Source: an optimization exercise on an open RTL-to-GDS flow (aim: small area and a short achievable clock period). Production flows keep margins and buffers that such runs may drop. Where RTL was checked, it was by simulation tests only, not by an equivalence proof against the original.

==> wip/umber <==
// Filter
module Filter(clk, rst, in, out);
	input clk, rst;
	input signed [31:0] in;
	output wire signed [31:0] out;
	reg [31:0] v, w1, S;
	wire n_1;
	assign n_1 = 1'b0 ^ v[12];
	wire n_2;
	assign n_2 = 1'b0 | v[12];
	wire n_3;
	assign n_3 = v[13] ^ v[9];
	wire n_4;
	assign n_4 = v[13] | v[9];
	wire n_5;
	assign n_5 = v[14] ^ v[10];
	wire n_6;
	assign n_6 = v[14] | v[10];
	wire n_7;
	assign n_7 = v[15] ^ v[11];
	wire n_8;
	assign n_8 = v[15] | v[11];
	wire n_9;
	assign n_9 = v[16] ^ v[12];
	wire n_10;
	assign n_10 = v[16] | v[12];
	wire n_11;
	assign n_11 = v[17] ^ v[13];
	wire n_12;
	assign n_12 = v[17] | v[13];
	wire n_13;
	assign n_13 = v[18] ^ v[14];
	wire n_14;
	assign n_14 = v[18] | v[14];
	wire n_15;
	assign n_15 = v[19] ^ v[15];
	wire n_16;
	assign n_16 = v[19] | v[15];
	wire n_17;
	assign n_17 = v[20] ^ v[16];
	wire n_18;
	assign n_18 = v[20] | v[16];
	wire n_19;
	assign n_19 = v[21] ^ v[17];
	wire n_20;
	assign n_20 = v[21] | v[17];
	wire n_21;
	assign n_21 = v[22] ^ v[18];
	wire n_22;
	assign n_22 = v[22] | v[18];
	wire n_23;
	assign n_23 = v[23] ^ v[19];
	wire n_24;
	assign n_24 = v[23] | v[19];
	wire n_25;
	assign n_25 = v[24] ^ v[20];
	wire n_26;
	assign n_26 = v[24] | v[20];
	wire n_27;
	assign n_27 = 1'b0 ^ v[31] ^ v[25];
	wire n_28;
	assign n_28 = (1'b0 & v[31]) | (1'b0 & v[25]) | (v[31] & v[25]);
	wire n_29;
	assign n_29 = 1'b0 ^ v[26];
	wire n_30;
	assign n_30 = 1'b0 | v[26];
	wire n_31;
	assign n_31 = 1'b0 ^ v[27];
	wire n_32;
	assign n_32 = 1'b0 | v[27];
	wire n_33;
	assign n_33 = 1'b0 ^ v[28];
	wire n_34;
	assign n_34 = 1'b0 | v[28];
	wire n_35;
	assign n_35 = 1'b0 ^ v[29];
	wire n_36;
	assign n_36 = 1'b0 | v[29];
	wire n_37;
	assign n_37 = 1'b0 ^ v[30];
	wire n_38;
	assign n_38 = 1'b0 | v[30];
	wire n_39;
	assign n_39 = 1'b0 ^ v[7];
	wire n_40;
	assign n_40 = 1'b0 | v[7];
	wire n_41;
	assign n_41 = v[8] ^ v[4];
	wire n_42;
	assign n_42 = v[8] | v[4];
	wire n_43;
	assign n_43 = v[9] ^ v[5];
	wire n_44;
	assign n_44 = v[9] | v[5];
	wire n_45;
	assign n_45 = v[10] ^ v[6] ^ v[3];
	wire n_46;
	assign n_46 = (v[10] & v[6]) | (v[10] & v[3]) | (v[6] & v[3]);
	wire n_47;
	assign n_47 = v[11] ^ v[7] ^ v[4];
	wire n_48;
	assign n_48 = (v[11] & v[7]) | (v[11] & v[4]) | (v[7] & v[4]);
	wire n_49;
	assign n_49 = v[8] ^ v[5] ^ v[0];
	wire n_50;
	assign n_50 = (v[8] & v[5]) | (v[8] & v[0]) | (v[5] & v[0]);
	wire n_51;
  ...
Settings: LEC_CHECK=0, CAP_MARGIN=20, CORE_MARGIN=2, CORE_UTILIZATION=40, SLEW_MARGIN=20; clock period 14.0 ns.
run.sh (not shown) runs the stock make flow with config.mk's settings and CLKGATE_MAP_FILE= SYNTH_SCRIPT=/design/flow/synth_recipe.tcl, a recipe that flattens the netlist after the stock synthesis.
==> wip/tundra (differences from wip/umber) <==
SETUP_SLACK_MARGIN = 5   (was not set)
==> summary.txt <==
| metric | wip/umber | wip/tundra |
|---|---|---|
| Post-route worst setup slack | 2670 ps | 4790 ps |
| Non-filler instance count after layout | 3510 | 3674 |
| End point of the critical path | v[30] | v[31] |
| Share of the clock period used by the worst path | 80.9% | 65.8% |
| Crit path largest cell delay | 670 ps | 570 ps |
| Transition at the pin with the smallest max-transition slack | 1040 ps | 1020 ps |
| First DRT Iteration DRCs | 861 | 914 |
| Start point of the critical path | v[27] | v[20] |
| Net count of the finished layout | 3489 | 3651 |
| Number of ordinary and repair buffers in the finished layout | 91 | 253 |
| Post-route core utilization | 44.1% | 49.3% |
| Non-clock buffer area fraction after layout | 3.09% | 7.17% |
| Resized Gates After CTS | 0 | 254 |
| Area of the multi-input gates | 19700 sq um | 21500 sq um |
| Post-CTS Setup Repair Bufs | 0 | 101 |
| DR WL/cell | 20.0 microns | 20.4 microns |
| Wire length after detailed routing | 70.2 mm | 74.9 mm |
| Worst-case register-to-register setup slack | 2670 ps | 4790 ps |
| Synth-to-Final Area Change | 8.40% | 21.3% |
| Result of the run | complete, no violations | complete, no violations |
| Final setup skew | 22.5 ps | 22.5 ps |
| Met3 routed WL | 2.72 mm | 3.24 mm |
| Maximum operating frequency | 88.3 MHz | 109 MHz |
Function was not checked in any run of this note: the RTL went through the layout flow alone.


==> inputs of run K <==
Filter, a different RTL version from the one above (not shown whole).
==> flow/config.mk <==
export PLATFORM = sky130hd
export DESIGN_NAME = Filter
export DESIGN_NICKNAME = Filter
export VERILOG_FILES = /design/flow/design.v
export SDC_FILE = /design/flow/constraint.sdc
export NUM_CORES = 4
export LEC_CHECK = 0
export CAP_MARGIN = 20
export CORE_MARGIN = 2
export CORE_UTILIZATION = 40
export SLEW_MARGIN = 20
export SYNTH_HIERARCHICAL = 1
==> flow/constraint.sdc <==
create_clock -name core_clock -period 14.0 [get_ports {clk}]
set_input_delay 2.8000 -clock core_clock [delete_from_list [all_inputs] [get_ports {clk}]]
set_output_delay 2.8000 -clock core_clock [all_outputs]
set_load 0.01 [all_outputs]
standard.sh (not shown) runs the stock make flow with config.mk's settings and CLKGATE_MAP_FILE= SYNTH_SCRIPT=/design/flow/synth_recipe.tcl, a recipe that flattens the netlist after the stock synthesis.
==> flow/flow/run.sh <==
#!/bin/bash
set -euo pipefail
bash standard.sh SETUP_SLACK_MARGIN=6 finish > standard_flow.log 2>&1
==> run G: changes against run K <==
==> flow/run.sh (new file) <==
#!/bin/bash
# synth_recipe.tcl (not shown) runs the flow's synth.tcl, then flattens the netlist and writes it again
# the make line also repeats each setting of config.mk as NAME=value (left out here)
make -C /OpenROAD-flow-scripts/flow DESIGN_CONFIG=/design/flow/config.mk WORK_HOME=/design/flow/orfs CLKGATE_MAP_FILE= SYNTH_SCRIPT=/design/flow/synth_recipe.tcl finish
- SETUP_SLACK_MARGIN: unset -> 5
removed: flow/flow/run.sh
removed: flow/standard.sh
==> run Y: changes against run K <==
==> flow/run.sh (new file) <==
#!/bin/bash
# synth_recipe.tcl (not shown) runs the flow's synth.tcl, then flattens the netlist and writes it again
# the make line also repeats each setting of config.mk as NAME=value (left out here)
make -C /OpenROAD-flow-scripts/flow DESIGN_CONFIG=/design/flow/config.mk WORK_HOME=/design/flow/orfs CLKGATE_MAP_FILE= SYNTH_SCRIPT=/design/flow/synth_recipe.tcl finish
- PLACE_DENSITY: unset -> 0.8
- SETUP_SLACK_MARGIN: unset -> 5
removed: flow/flow/run.sh
removed: flow/standard.sh
==> qor summary <==
	run G	run Y	run K
Global-route track usage on met2	0.376	0.381	0.411
Largest driver fanout on the critical path	8	9	4
Met1 Wirelength	26.3 mm	26.2 mm	27.6 mm
Buffers inserted during post-CTS setup optimization	20	17	137
Total track usage	0.229	0.230	0.244
Normalized max-slew margin	0.306	0.274	0.299
Clock buffer count	10	11	12
Critical path data required time	14.31 ns	11.20 ns	14.32 ns
Met2 Wirelength	29.7 mm	30.4 mm	32.9 mm
Global-route wire length before repair	97.4 mm	99.4 mm	104 mm
Post-route clock period utilization	0.632	0.631	0.618
Shortest clock period the worst path allows after layout	8.84 ns	8.83 ns	8.65 ns
Sort of element at the end of the critical path	flop	output pin	flop
Fraction of standard cell area that is sequential	0.0963	0.0960	0.0871
CP Launch Point	v[25]	v[31]	v[9]
Outcome	no timing/DRC/antenna violations	no timing/DRC/antenna violations	no timing/DRC/antenna violations
Arr. time, crit path	9.16 ns	6.03 ns	8.96 ns
CP bufs+invs	4	2	2
Number of filler instances in the final layout	5064	4911	4745
Insertion delay of the later-clocked pin in the worst-skew pair	0.40 ns	0.39 ns	0.39 ns
Final Net Count	2829	2821	2931


==> v26: inputs <==
Another version of the RTL of Filter (not shown whole).
Design Filter, start of the top module:
module Filter(clk, rst, in, out);
	input clk, rst;
	input signed [31:0] in;
	output wire signed [31:0] out;
	reg [31:0] v, w1, S;
	wire n_1;
	wire n_2;
	wire n_3;
	wire n_4;
	wire n_5;
	wire n_6;
	wire n_7;
	wire n_8;
	wire n_9;
	wire n_10;
	wire n_11;
	wire n_12;
	wire n_13;
	wire n_14;
	wire n_15;
	wire n_16;
	wire n_17;
	wire n_18;
	wire n_19;
	wire n_20;
	wire n_21;
	wire n_22;
	wire n_23;
	wire n_24;
	wire n_25;
	wire n_26;
	wire n_27;
	wire n_28;
	wire n_29;
	wire n_30;
	wire n_31;
	wire n_32;
	wire n_33;
	wire n_34;
	wire n_35;
	wire n_36;
	wire n_37;
	wire n_38;
	wire n_39;
	wire n_40;
	wire n_41;
	wire n_42;
	wire n_43;
	wire n_44;
	wire n_45;
	wire n_46;
	wire n_47;
	wire n_48;
	wire n_49;
	wire n_50;
	wire n_51;
	wire n_52;
	wire n_53;
	wire n_54;
	wire n_55;
	wire n_56;
	wire n_57;
	wire n_58;
	wire n_59;
	wire n_60;
	wire n_61;
	wire n_62;
	wire n_63;
	wire n_64;
	wire n_65;
	wire n_66;
	wire n_67;
	wire n_68;
	wire n_69;
	wire n_70;
	wire n_71;
	wire n_72;
	wire n_73;
	wire n_74;
	wire n_75;
	wire n_76;
	wire n_77;
	wire n_78;
	wire n_79;
	wire n_80;
	wire n_81;
	wire n_82;
	wire n_83;
	wire n_84;
	wire n_85;
	wire n_86;
	wire n_87;
	wire n_88;
	wire n_89;
	wire n_90;
	wire n_91;
	wire n_92;
	wire n_93;
	wire n_94;
	wire n_95;
	wire n_96;
	wire n_97;
	wire n_98;
	wire n_99;
	wire n_100;
	wire n_101;
	wire n_102;
	wire n_103;
	wire n_104;
	wire n_105;
	wire n_106;
	wire n_107;
	wire n_108;
	wire n_109;
  ...
Settings: LEC_CHECK=0, CAP_MARGIN=20, CORE_MARGIN=2, CORE_UTILIZATION=40, SETUP_SLACK_MARGIN=5, SLEW_MARGIN=20, SYNTH_HIERARCHICAL=1; clock period 14.0 ns.
run.sh (not shown) runs the stock make flow with config.mk's settings and CLKGATE_MAP_FILE= SYNTH_SCRIPT=/design/flow/synth_recipe.tcl, a recipe that flattens the netlist after the stock synthesis.
Stock flow here: none of the scripts above is used.
==> v13: changes against v26 <==
==> flow/flow/run.sh (new file) <==
#!/bin/bash
set -euo pipefail
bash standard.sh SETUP_SLACK_MARGIN=7 finish > standard_flow.log 2>&1
==> flow/standard.sh (new file) <==
#!/bin/bash
# synth_recipe.tcl (not shown) runs the flow's synth.tcl, then flattens the netlist and writes it again
# the make line also repeats each setting of config.mk as NAME=value (left out here)
make -C /OpenROAD-flow-scripts/flow DESIGN_CONFIG=/design/flow/config.mk WORK_HOME=/design/flow/orfs CLKGATE_MAP_FILE= SYNTH_SCRIPT=/design/flow/synth_recipe.tcl "${@:-finish}"
- SETUP_SLACK_MARGIN: 5 -> not set
removed: flow/run.sh
==> results.py <==
metrics = {
    "layout": {
        "fin_area_sq_mm": 0.0286,
        "multi_input_area_share_pct": 75.2,
    },
    "setup_path": {
        "critical_path.max_stage_delay_ns": 0.58,
    },
    "global_route": {
        "grtUsageMet3_pct": 3.55,
    },
    "clock_tree": {
        "insertion_delay_ns": 0.41,
    },
    "status": {
        "status": "no timing/DRC/antenna violations",
    },
    "drt": {
        "wl_met1_um": 27100,
    },
}
the above is filed under v13

==> results.py <==
metrics = {
    "global_route": {
        "grtUsageMet3_pct": 4.04,
    },
    "drt": {
        "wl_met1_um": 25500,
    },
    "status": {
        "status": "no timing/DRC/antenna violations",
    },
    "layout": {
        "multi_input_area_share_pct": 76.9,
        "fin_area_sq_mm": 0.0259,
    },
    "clock_tree": {
        "insertion_delay_ns": 0.39,
    },
}
the above is filed under v26

No functional check of the RTL was part of any run of this note.

==> separate check: timing with driven ports <==
How much do the figures lean on ideal ports? The routed layouts below were timed once more, with nothing changed but the port constraints. Step 1 assumes that a clkbuf_16 drives the clock port and a buf_2 every other input. Step 2 times the ports against the registers' clock, not the clock port: input delays grow and output delays shrink by t, the midpoint of the rising clock arrivals with the driver on. Slacks: ideal ports / drivers / drivers and shift; pairs: ideal ports / drivers.
| run | shift t [ns] | slack for setup (ns) | worst hold slack (ns) | worst data-port slew with drivers (ns) |
|---|---|---|---|---|
| wip/umber | 0.448 | 2.672 / 2.672 / 2.672 | 1.434 / 1.434 / 1.434 | 0.06 |
| wip/tundra | 0.452 | 4.789 / 4.789 / 4.789 | 1.341 / 1.341 / 1.341 | 0.07 |
| run K | 0.437 | 5.354 / 5.354 / 5.354 | 1.284 / 1.284 / 1.284 | 0.05 |
| run G | 0.447 | 5.156 / 5.156 / 5.156 | 1.168 / 1.168 / 1.168 | 0.04 |
| run Y | 0.433 | 5.167 / 5.115 / 5.192 | 1.317 / 1.317 / 1.317 | 0.05 |
| v26 | 0.436 | 5.120 / 5.067 / 5.171 | 1.235 / 1.235 / 1.235 | 0.04 |
| v13 | 0.452 | 4.995 / 4.995 / 4.995 | 1.182 / 1.182 / 1.182 | 0.04 |
After both steps every run listed still meets setup and hold.
